Background: an optimization exercise with open tools, aiming at small area. Do not read the settings as production practice. The RTL was checked by simulation tests, not by an equivalence proof against the original design.

==> design.v <==
module debounce(btn,clk,btn_pulse);
    input btn,clk;
    output reg btn_pulse;
    reg [12:0] M;
    always @(posedge clk) begin
        if (btn == btn_pulse) begin
            M <= 0;
        end
        else if (M == 13'd5000) begin
            M <= 0;
            btn_pulse <= btn;
        end
        else begin
            M <= M + 13'd1;
        end
    end
endmodule
module rand_gen (clk,sw7,out);
    input clk,sw7;
    output [6:0] out;
    reg [22:0] S;
    reg sw7d;
    always @(posedge clk) begin
        sw7d <= sw7;
        if (!sw7d)
            S <= 0;
        else
            S <= S * 23'h343fd + 23'h269EC3;
    end
    assign out = S[22:16];
endmodule
module segment (seg_data,seg_led);
    input [3:0] seg_data;
    output reg [7:0] seg_led;
    always @(*) begin
        case (seg_data)
            4'd0: seg_led = 8'h3f;
            4'd1: seg_led = 8'h06;
            4'd2: seg_led = 8'h5b;
            4'd3: seg_led = 8'h4f;
            4'd4: seg_led = 8'h66;
            4'd5: seg_led = 8'h6d;
            4'd6: seg_led = 8'h7d;
            4'd7: seg_led = 8'h07;
            4'd8: seg_led = 8'h7f;
            4'd9: seg_led = 8'h6f;
            default: seg_led = 8'h00;
        endcase
    end
endmodule
module boom_pro(sw7,start,clk,led,seg,sw_input,row,seg_cat,btn6,buzzer,green,red);
    input sw7,start,clk,btn6;
    input [6:0] sw_input;
    output reg buzzer;
    output [7:0] row,red,green;
    output [7:0] seg_cat;
    output [7:0] seg;
    output [6:0] led;
    function [11:0] tog_at;
        input succ;
        input [6:0] note;
        begin
            if (succ) begin
                case (note)
                    7'd0: tog_at = 12'd2552;
                    7'd1: tog_at = 12'd2552;
                    7'd2: tog_at = 12'd2552;
                    7'd3: tog_at = 12'd1909;
                    7'd4: tog_at = 12'd1909;
                    7'd5: tog_at = 12'd1516;
                    7'd6: tog_at = 12'd1516;
                    7'd7: tog_at = 12'd1516;
                    7'd8: tog_at = 12'd1276;
                    7'd9: tog_at = 12'd1276;
                    7'd10: tog_at = 12'd1276;
                    7'd11: tog_at = 12'd958;
                    7'd12: tog_at = 12'd958;
                    7'd13: tog_at = 12'd759;
                    7'd14: tog_at = 12'd759;
                    7'd15: tog_at = 12'd759;
                    7'd16: tog_at = 12'd638;
                    7'd17: tog_at = 12'd638;
                    7'd18: tog_at = 12'd638;
                    7'd19: tog_at = 12'd638;
                    7'd20: tog_at = 12'd638;
                    7'd21: tog_at = 12'd638;
                    7'd22: tog_at = 12'd638;
                    7'd23: tog_at = 12'd638;
                    7'd24: tog_at = 12'd759;
                    7'd25: tog_at = 12'd759;
                    7'd26: tog_at = 12'd759;
                    7'd27: tog_at = 12'd759;
                    7'd28: tog_at = 12'd759;
                    7'd29: tog_at = 12'd759;
                    7'd30: tog_at = 12'd759;
                    7'd31: tog_at = 12'd759;
                    7'd32: tog_at = 12'd2404;
                    7'd33: tog_at = 12'd2404;
                    7'd34: tog_at = 12'd2404;
                    7'd35: tog_at = 12'd1909;
                    7'd36: tog_at = 12'd1909;
                    7'd37: tog_at = 12'd1608;
                    7'd38: tog_at = 12'd1608;
                    7'd39: tog_at = 12'd1608;
                    7'd40: tog_at = 12'd1205;
                    7'd41: tog_at = 12'd1205;
                    7'd42: tog_at = 12'd1205;
                    7'd43: tog_at = 12'd958;
                    7'd44: tog_at = 12'd958;
                    7'd45: tog_at = 12'd804;
                    7'd46: tog_at = 12'd804;
                    7'd47: tog_at = 12'd804;
                    7'd48: tog_at = 12'd537;
                    7'd49: tog_at = 12'd537;
                    7'd50: tog_at = 12'd537;
                    7'd51: tog_at = 12'd537;
                    7'd52: tog_at = 12'd537;
                    7'd53: tog_at = 12'd537;
                    7'd54: tog_at = 12'd537;
                    7'd55: tog_at = 12'd537;
                    7'd56: tog_at = 12'd804;
                    7'd57: tog_at = 12'd804;
                    7'd58: tog_at = 12'd804;
                    7'd59: tog_at = 12'd804;
                    7'd60: tog_at = 12'd804;
                    7'd61: tog_at = 12'd804;
                    7'd62: tog_at = 12'd804;
                    7'd63: tog_at = 12'd804;
                    7'd64: tog_at = 12'd2146;
                    7'd65: tog_at = 12'd2146;
                    7'd66: tog_at = 12'd2146;
                    7'd67: tog_at = 12'd1701;
                    7'd68: tog_at = 12'd1701;
                    7'd69: tog_at = 12'd1433;
                    7'd70: tog_at = 12'd1433;
                    7'd71: tog_at = 12'd1433;
                    7'd72: tog_at = 12'd1073;
                    7'd73: tog_at = 12'd1073;
                    7'd74: tog_at = 12'd1073;
                    7'd75: tog_at = 12'd852;
                    7'd76: tog_at = 12'd852;
                    7'd77: tog_at = 12'd717;
                    7'd78: tog_at = 12'd717;
                    7'd79: tog_at = 12'd717;
                    7'd80: tog_at = 12'd537;
                    7'd81: tog_at = 12'd537;
                    7'd82: tog_at = 12'd537;
                    7'd83: tog_at = 12'd537;
                    7'd84: tog_at = 12'd537;
                    7'd85: tog_at = 12'd537;
                    7'd86: tog_at = 12'd537;
                    7'd87: tog_at = 12'd537;
                    7'd88: tog_at = 12'd537;
                    7'd89: tog_at = 12'd537;
                    7'd90: tog_at = 12'd537;
                    7'd91: tog_at = 12'd537;
                    7'd92: tog_at = 12'd537;
                    7'd93: tog_at = 12'd537;
                    7'd94: tog_at = 12'd537;
                    7'd95: tog_at = 12'd537;
                    7'd96: tog_at = 12'd478;
                    7'd97: tog_at = 12'd478;
                    7'd98: tog_at = 12'd478;
                    7'd99: tog_at = 12'd478;
                    7'd100: tog_at = 12'd478;
                    7'd101: tog_at = 12'd478;
                    7'd102: tog_at = 12'd478;
                    7'd103: tog_at = 12'd478;
                    7'd104: tog_at = 12'd478;
                    7'd105: tog_at = 12'd478;
                    7'd106: tog_at = 12'd478;
                    7'd107: tog_at = 12'd478;
                    7'd108: tog_at = 12'd478;
                    7'd109: tog_at = 12'd478;
                    7'd110: tog_at = 12'd478;
                    7'd111: tog_at = 12'd478;
                    default: tog_at = 12'd478;
                endcase
            end else begin
                case (note)
                    7'd0: tog_at = 12'd958;
                    7'd1: tog_at = 12'd958;
                    7'd2: tog_at = 12'd958;
                    7'd3: tog_at = 12'd958;
                    7'd4: tog_at = 12'd958;
                    7'd5: tog_at = 12'd1276;
                    7'd6: tog_at = 12'd1276;
                    7'd7: tog_at = 12'd1276;
                    7'd8: tog_at = 12'd1276;
                    7'd9: tog_at = 12'd1276;
                    7'd10: tog_at = 12'd1516;
                    7'd11: tog_at = 12'd1516;
                    7'd12: tog_at = 12'd1516;
                    7'd13: tog_at = 12'd1516;
                    7'd14: tog_at = 12'd1137;
                    7'd15: tog_at = 12'd1137;
                    7'd16: tog_at = 12'd1013;
                    7'd17: tog_at = 12'd1013;
                    7'd18: tog_at = 12'd1137;
                    7'd19: tog_at = 12'd1137;
                    7'd20: tog_at = 12'd1205;
                    7'd21: tog_at = 12'd1205;
                    7'd22: tog_at = 12'd1073;
                    7'd23: tog_at = 12'd1073;
                    7'd24: tog_at = 12'd1205;
                    7'd25: tog_at = 12'd1205;
                    7'd26: tog_at = 12'd1516;
                    7'd27: tog_at = 12'd1516;
                    7'd28: tog_at = 12'd1701;
                    7'd29: tog_at = 12'd1701;
                    7'd30: tog_at = 12'd1516;
                    7'd31: tog_at = 12'd1516;
                    7'd32: tog_at = 12'd1516;
                    7'd33: tog_at = 12'd1516;
                    7'd34: tog_at = 12'd1516;
                    7'd35: tog_at = 12'd1516;
                    7'd36: tog_at = 12'd1516;
                    7'd37: tog_at = 12'd1516;
                    default: tog_at = 12'd1516;
                endcase
            end
        end
    endfunction
    reg  [1:0]  game_state;
    reg  [1:0]  pit;           
    reg         btn6_before;
    reg  [6:0]  password;
    reg  [6:0]  swd;           
    reg  [4:0]  leave_times;
    reg  [1:0]  cs;            
    reg  [20:0] sec;           
    reg  [1:0]  sc;            
    reg  [4:0]  dv;            
    reg  [16:0] tcnt;          
    reg  [11:0] one_cnt;
    reg  [6:0]  note;          
    reg         di;
    reg  [2:0]  cnt;           
    reg  [4:0]  fc;            
    wire start_pulse, btn6_pulse;
    wire [6:0] changing_pw;
    debounce debounce1(.btn(start), .clk(clk), .btn_pulse(start_pulse));
    debounce debounce2(.btn(btn6),  .clk(clk), .btn_pulse(btn6_pulse));
    rand_gen rand1(.clk(clk), .sw7(sw7), .out(changing_pw));
    wire gs0 = game_state == 2'd0;
    wire gs1 = game_state == 2'd1;
    wire gs2 = game_state == 2'd2;
    wire gs3 = game_state == 2'd3;
    wire success = pit == 2'd3;
    wire first3 = gs3 && sc != 2'b11;       
    wire [4:0] udc = swd[6] ? ((swd[4:0] > 5'd30) ? 5'd30 : swd[4:0]) : 5'd20;
    wire last_note = success ? (note >= 7'd112) : (note >= 7'd38);
    wire music_done = gs3 && !first3 && last_note && tcnt[0];    
    wire entry = btn6_pulse && !btn6_before;
    wire timeout = cs == 2'd0 && leave_times == 5'd0;
    always @(posedge clk) begin
        if (!game_state[0])
            swd <= sw_input;
        if (gs0 && start_pulse)
            password <= changing_pw;
        btn6_before <= sw7 && gs2 && btn6_pulse;
    end
    always @(posedge clk) begin
        if (!sw7) begin
            game_state <= 0;
            pit <= 0;
        end
        else begin
            case (game_state)
                2'd0: if (start_pulse) game_state <= 1;
                2'd1: if (cs == 2'd2 && leave_times == 5'd0) game_state <= 2;
                2'd2: begin
                    if (!pit[1]) begin
                        if (entry) begin
                            if (sw_input == password) begin
                                game_state <= 3;
                                pit <= 3;
                            end
                            else
                                pit <= pit + 2'd1;
                        end
                        if (timeout) begin
                            game_state <= 3;
                            if (entry) pit <= (sw_input == password) ? pit : pit + 2'd1;
                        end
                    end
                    else
                        game_state <= 3;
                end
                2'd3: if (music_done) begin
                    game_state <= 0;
                    pit <= 0;
                end
            endcase
        end
    end
    assign led = (gs1 && cs != 2'd0) ? password :
                 (gs2 && cs != 2'd2) ? swd : 7'd0;
    always @(posedge clk) begin
        if (!sw7) begin
            leave_times <= 0;
            cs <= 0;
            sec <= 0;
        end
        else if (gs1 || gs2) begin
            if (gs1 ? cs == 2'd0 : cs == 2'd2) begin
                leave_times <= gs1 ? 5'd5 : udc;
                cs <= gs1 ? 2'd1 : 2'd3;
            end
            else if (sec == 21'd999999) begin
                sec <= 0;
                if (leave_times > 5'd1)
                    leave_times <= leave_times - 5'd1;
                else begin
                    leave_times <= 0;
                    cs <= gs1 ? 2'd2 : 2'd0;
                end
            end
            else
                sec <= sec + 21'd1;
        end
        else begin
            leave_times <= 0;
            cs <= 0;
            if (gs3) begin
                if (first3)
                    sec <= 21'd1;
                else if (success ? sec == 21'd2000001 : sec == 21'd1000001)
                    sec <= 0;
                else
                    sec <= sec + 21'd1;
            end
            else
                sec <= 0;
        end
    end
    always @(posedge clk) begin
        if (!sw7 || gs3) begin
            sc <= 2'b11;
            dv <= 5'd31;
        end
        else if (sc == 2'b11)
            sc <= 2'b10;
        else begin
            dv <= gs0 ? udc : leave_times - 5'd1;
            sc <= (sc == 2'b10) ? 2'b01 : (sc == 2'b01) ? 2'b10 : 2'b11;
        end
    end
    reg [3:0] tens, units;
    always @(*) begin
        if (dv == 5'd31) begin
            tens = 2; units = 11;
        end
        else if (dv >= 5'd30) begin
            tens = 3; units = 0;
        end
        else if (dv >= 5'd20) begin
            tens = 2; units = dv - 5'd20;
        end
        else if (dv >= 5'd10) begin
            tens = 1; units = dv - 5'd10;
        end
        else begin
            tens = 0; units = dv[3:0];
        end
    end
    wire [7:0] seg_raw;
    segment segment1(.seg_data(sc[0] ? tens : units), .seg_led(seg_raw));
    assign seg = (sc == 2'b11) ? 8'h00 : seg_raw;
    assign seg_cat = {6'b111111, sc};
    wire [11:0] tog = tog_at(success, note);
    always @(posedge clk) begin
        if (!sw7) begin
            buzzer <= 0;
            tcnt <= 0;
            one_cnt <= 0;
            di <= 0;
        end
        else if (gs2) begin
            if (di) begin
                if (one_cnt != 12'd958)
                    one_cnt <= one_cnt + 12'd1;
                else begin
                    one_cnt <= 0;
                    buzzer <= !buzzer;
                end
                if (tcnt != 17'd124928)
                    tcnt <= tcnt + 17'd1;
                else begin
                    buzzer <= 0;
                    one_cnt <= 0;
                    tcnt <= 0;
                    di <= 0;
                end
            end
            else begin
                if (one_cnt < 12'd15 + leave_times * 12'd43) begin
                    if (tcnt != 17'd999)
                        tcnt <= tcnt + 17'd1;
                    else begin
                        tcnt <= 0;
                        one_cnt <= one_cnt + 12'd1;
                    end
                end
                else begin
                    one_cnt <= 0;
                    tcnt <= 0;
                    di <= 1;
                end
            end
        end
        else if (gs3) begin
            if (first3) begin
                one_cnt <= 0;
                tcnt <= 0;
                buzzer <= 0;
                note <= 0;
            end
            else if (tcnt != (success ? 17'd60000 : 17'd120000)) begin
                tcnt <= tcnt + 17'd1;
                if (one_cnt != tog)
                    one_cnt <= one_cnt + 12'd1;
                else begin
                    one_cnt <= 0;
                    buzzer <= !buzzer;
                end
            end
            else begin
                buzzer <= 0;
                tcnt <= 0;
                note <= note + 7'd1;
                one_cnt <= 0;
            end
        end
        else begin
            buzzer <= 0;
            tcnt <= 0;
            one_cnt <= 0;
        end
    end
    always @(posedge clk) begin
        if (!sw7)
            cnt <= 0;
        else
            cnt <= cnt + 3'd1;
    end
    assign row = ~(8'd1 << cnt);
    always @(posedge clk) begin
        if (!sw7)
            fc <= 5'd0;
        else if (gs0 || gs1)
            fc <= 5'b10000;
        else if (gs2) begin
            if (leave_times == 5'd0 || leave_times >= 5'd16)
                fc <= 5'b10000;
            else if (leave_times >= 5'd11)
                fc <= fc | 5'b10001;
            else if (leave_times >= 5'd6)
                fc <= fc | 5'b10010;
            else if (leave_times >= 5'd2)
                fc <= fc | 5'b10100;
            else
                fc <= fc | 5'b11000;
        end
        else if (first3)
            fc <= success ? 5'd1 : 5'd11;
        else if (success) begin
            if      (sec <= 21'd100000)  fc <= 5'd1;
            else if (sec <= 21'd200000)  fc <= 5'd2;
            else if (sec <= 21'd300000)  fc <= 5'd3;
            else if (sec <= 21'd400000)  fc <= 5'd4;
            else if (sec <= 21'd500000)  fc <= 5'd5;
            else if (sec <= 21'd600000)  fc <= 5'd6;
            else if (sec <= 21'd700000)  fc <= 5'd7;
            else if (sec <= 21'd800000)  fc <= 5'd8;
            else if (sec <= 21'd900000)  fc <= 5'd9;
            else if (sec <= 21'd1000000) fc <= 5'd0;
            else if (sec <= 21'd1250000) fc <= 5'd10;
            else if (sec <= 21'd1500000) fc <= 5'd0;
            else if (sec <= 21'd1750000) fc <= 5'd10;
            else                         fc <= 5'd0;
        end
        else begin
            if (sec <= 21'd500000)       fc <= 5'd11;
            else                         fc <= 5'd12;
        end
    end
    reg [7:0] r, g;
    always @(*) begin
        r = 8'h00;
        g = 8'h00;
        if (fc[4]) begin
            case (cnt)
                3'd5, 3'd6: r = 8'h24;
                default:    r = 8'h18;
            endcase
            g = (cnt[2] == 1'b0) ? 8'h18 : 8'h00;
            if (cnt[2] == 1'b0 && fc[cnt[1:0]]) begin
                r = 8'h00;
                g = 8'h00;
            end
        end
        else begin
            case (fc[3:0])
                4'd1: case (cnt) 3'd1: r = 8'h66; default: r = 8'h00; endcase
                4'd2: case (cnt) 3'd1: r = 8'h66; 3'd2: r = 8'hff; default: r = 8'h00; endcase
                4'd3: case (cnt) 3'd1: r = 8'h66; 3'd2, 3'd3: r = 8'hff; default: r = 8'h00; endcase
                4'd4: case (cnt) 3'd2, 3'd3, 3'd4: r = 8'hff; default: r = 8'h00; endcase
                4'd5: case (cnt) 3'd3, 3'd4: r = 8'hff; 3'd5: r = 8'h7e; default: r = 8'h00; endcase
                4'd6: case (cnt) 3'd4: r = 8'hff; 3'd5: r = 8'h7e; 3'd6: r = 8'h3c; default: r = 8'h00; endcase
                4'd7: case (cnt) 3'd5: r = 8'h7e; 3'd6: r = 8'h3c; 3'd7: r = 8'h18; default: r = 8'h00; endcase
                4'd8: case (cnt) 3'd6: r = 8'h3c; 3'd7: r = 8'h18; default: r = 8'h00; endcase
                4'd9: case (cnt) 3'd7: r = 8'h18; default: r = 8'h00; endcase
                4'd10: case (cnt)
                    3'd0: r = 8'h00; 3'd1: r = 8'h66; 3'd2, 3'd3, 3'd4: r = 8'hff;
                    3'd5: r = 8'h7e; 3'd6: r = 8'h3c; default: r = 8'h18;
                endcase
                4'd11: case (cnt)
                    3'd1: r = 8'h40; 3'd2: r = 8'hf7; 3'd6: r = 8'h57;
                    3'd3, 3'd4, 3'd5: r = 8'h55; default: r = 8'h00;
                endcase
                4'd12: case (cnt)
                    3'd0: r = 8'h00; 3'd1: r = 8'hc4; 3'd2: r = 8'h04; 3'd3: r = 8'hdf;
                    3'd4: r = 8'h15; 3'd5: r = 8'h1f; 3'd6: r = 8'h55; default: r = 8'h9f;
                endcase
                default: r = 8'h00;
            endcase
        end
    end
    assign red = r;
    assign green = g;
endmodule
==> run.sh <==
#!/bin/bash
# synth_recipe.tcl (not shown) runs the flow's synth.tcl, then flattens the netlist and writes it again
# the make line also repeats each setting of config.mk as NAME=value (left out here)
make -C /OpenROAD-flow-scripts/flow DESIGN_CONFIG=/design/flow/config.mk WORK_HOME=/design/flow/orfs CLKGATE_MAP_FILE= SYNTH_SCRIPT=/design/flow/synth_recipe.tcl finish
==> config.mk <==
export PLATFORM = sky130hd
export DESIGN_NAME = boom_pro
export DESIGN_NICKNAME = boom_pro
export VERILOG_FILES = /design/flow/design.v
export SDC_FILE = /design/flow/constraint.sdc
export NUM_CORES = 4
export LEC_CHECK = 0
export CAP_MARGIN = 20
export CORE_MARGIN = 2
export CORE_UTILIZATION = 40
export SLEW_MARGIN = 20
==> constraint.sdc <==
create_clock -name core_clock -period 20.0 [get_ports {clk}]
set_input_delay 4.0000 -clock core_clock [delete_from_list [all_inputs] [get_ports {clk}]]
set_output_delay 4.0000 -clock core_clock [all_outputs]
set_load 0.01 [all_outputs]
==> notes.md <==
## path summary, 6_finish.rpt
check / from / to / slack (ps) / cells past startpoint
hold / removal: sc[1] / sc[1] / 440 / 1
hold reg to reg: sc[1] / sc[1] / 440 / 1
setup / recovery: dv[1] / seg[3] / 12050 / 12
setup reg to reg: rand1.S[4] / rand1.S[21] / 13690 / 17
## Yosys cell counts, drive strengths merged, types with 7 or more instances
cell	n
inv	259
ha	173
nor2	160
dfxtp	150
nand2	115
fa	109
a21oi	101
o21ai	93
xnor2	80
clkbuf	61
nand3	57
xor2	52
and2	40
nor3	39
buf	24
nand4	24
edfxtp	23
nand2b	23
a21o	22
nor2b	22
a31oi	21
or3	21
nor4	18
and3	16
o31ai	16
o211ai	14
a211oi	13
nor3b	11
a22oi	10
or2	10
a21boi	8
a22o	8
o21a	8
o22ai	8
a41oi	7
mux2i	7
nand4b	7
## routing by layer
layer | vias to the layer above | global-route usage | routed length [µm]
li1 | 6689 | - | -
met1 | 6474 | 0.262 | 19200
met2 | 320 | 0.319 | 19300
met3 | 43 | 0.0231 | 1470
met4 | 0 | 0.0518 | 695
met5 | - | 0 | 0
## worst max-delay path, stage by stage (launching register included)
cell and delay [ps]:
dfxtp_1 490, inv_1 110, ha_1 200, nor2b_1 140
o31ai_1 470, nand3_1 130, a21boi_0 610, inv_1 160
ha_1 330, mux2i_1 140, nor2_1 60, nor2_1 120
clkdlybuf4s50_1 550
## stage by stage
step / hold slack (ps)
3_5_place_dp: 422
2_1_floorplan: 429
6_report: 439
3_3_place_gp: 420
5_1_grt: 481
4_1_cts: 438
## cell families (layout without fill, tap and decap cells)
kind of cell             count (synthesis)  after routing  share of synthesized area
AO/OA/AOI/OAI                          406            406                      0.168
XOR/XNOR                               132            132                     0.0697
adder cells (fa/ha/maj)                282            282                      0.262
buffers and inverters                  344            343                     0.0833
flip-flops                             173            173                      0.223
multiplexers                            11             11                    0.00762
other                                    2             13                   0.000453
AND/OR/NAND/NOR                        600            600                      0.187
## area by class of cell
class | instances | area (µm²)
Inverter | 259 | 972
Multi-Input combinational cell | 1444 | 11600
Tap cell | 532 | 666
Sequential cell | 173 | 3690
Clock inverter | 12 | 153
Clock buffer | 20 | 458
Fill cell | 4056 | 22900
Timing Repair Buffer | 52 | 503
==> run_results.csv <==
group,metric,value,unit
run_status,status,"complete, no violations",
finish,fin_util,0.440,
synthesis,syn_area,16600,µm²
floorplanning,die_h,208,µm
timing,slew_violations,0,
clock_network,cts_hold_buffers,0,
global_route,grt-ovfl-total,0,
synthesis,syn_inst,1950,
worst_setup_path,startpoint_type,"flip-flop",
clock_network,cts_setup_buffers,0,
synthesis,synth_area_leaders,"dfxtp_1 18%, fa_1 13%, ha_1 13%",
synthesis,synth_top_area_frac,0.181,
detailed_routing,wire_per_inst,16.3,µm
detailed_routing,drt_iter0_drc,1110,
finish,fin_cells,2492,
synthesis,ys_warn_count,4,
flow_run,maxCapViolCount,0,
detailed_routing,ant_nets,0,
timing,finClkSkew,9.43,ps
synthesis,synth_edf_count,23,
detailed_routing,num_vias,13500,
finish,n_antenna_cell,0,
timing,finalSetupViolCount,0,
detailed_routing,wl,40.7,mm
place,dp_hpwl,31.7,mm
finish,final_common_cell,"inv_1",
detailed_routing,dr.pass1.iters,7,
floorplanning,floorplan.initialDensity,0.405,
clock_network,cts.sinks,173,
global_route,grt_usage,0.191,
timing,rsz0062_at_grt,"false",
clock_network,clk_latency,450,ps
timing,finalWorstSetupSlack,12050,ps
worst_hold_path,hp-class,"flip-flop to flip-flop",
floorplanning,io_pins,59,
worst_setup_path,required,16000,ps
clock_network,cts_made_buffers,17,
synthesis,yosys.area.top_type,"dfxtp_1",
timing,fin_crit,7950,ps
finish,fin_nets,2240,
synthesis,synth_seq_cells,173,
detailed_routing,via_per_inst,5.43,
timing,hold_violations,0,
finish,fin_area,18000,µm²
synthesis,async_flop_share,0,
place,dpl-instance-area,17400,µm²
finish,area_delta_synth_final,8.59,%
clock_network,cts_tree,"built",
worst_setup_path,worst_setup_path_end_kind,"output pin",
floorplanning,row_count,74,
global_route,grt_pass1_wl,68.4,mm
timing,tightest_slew,913,ps
timing,fin_crit_sh,0.397,
floorplanning,die_w,208,µm
finish,mostFrequentLayoutCells,"259 x inv_1, 173 x ha_1, 159 x nor2_1",
floorplanning,dieArea,43100,µm²
synthesis,synth.distinct_cells,97,
place,dp.cells,2460,
global_route,antenna_found_initial,0,
global_route,grt_pass1_vias,13200,
global_route,grt_max_degree,25,
detailed_routing,drc,0,
worst_setup_path,path_max_fanout,9,
timing,max_slew_margin,0.390,
place,place.gp.congestion,0.906,
finish,final_layout_size_suffix_gt1_frac,0.0434,
timing,tns,0,ps
clock_network,clockRootBuffer,"clkbuf_16",
worst_setup_path,cp.arrival,3950,ps
synthesis,synth-main-ff-cell,"dfxtp_1",
place,dp_worst_setup_slack,12540,ps
clock_network,clock_path_buffers,2,
worst_setup_path,crit_type,"flip-flop to output pin",
clock_network,cts_resized,0,
synthesis,syn_avg_cell_area,8.51,µm²
floorplanning,core_area,40900,µm²
timing,fmax,126,MHz
clock_network,htreeDepth,4,
clock_network,clk_pin_slew_worst_paths,70,ps
synthesis,synth.yosys.seq_area_share,0.223,
place,port_buffers,45,

## what the ideal ports hide
The results above use ideal ports. As a check the final layout listed here was re-extracted and re-timed, cells and wires unchanged. Step 1, drivers: a clkbuf_16 drives clk and a buf_2 each remaining input, both assumed. Step 2 moves the port delays by t, midway between the first and last clock arrival at a register: inputs arrive t later, outputs are due t later. That takes back most of the time a late clock gives input paths. Three values: no drivers, after step 1, after step 2; two values: the first two.
t, ns: 0.498
slack for setup (ns): 12.054 / 12.003 / 12.501
hold WS [ns]: 0.439 / 0.439 / 0.439
clock arrival spread, ns: 0.011 / 0.010
worst slew at a driven data input, ns: 0.10
After both steps setup and hold are still met in this run. The setup slack of this run moves by -0.051 ns with the drivers and by +0.447 ns with both steps.
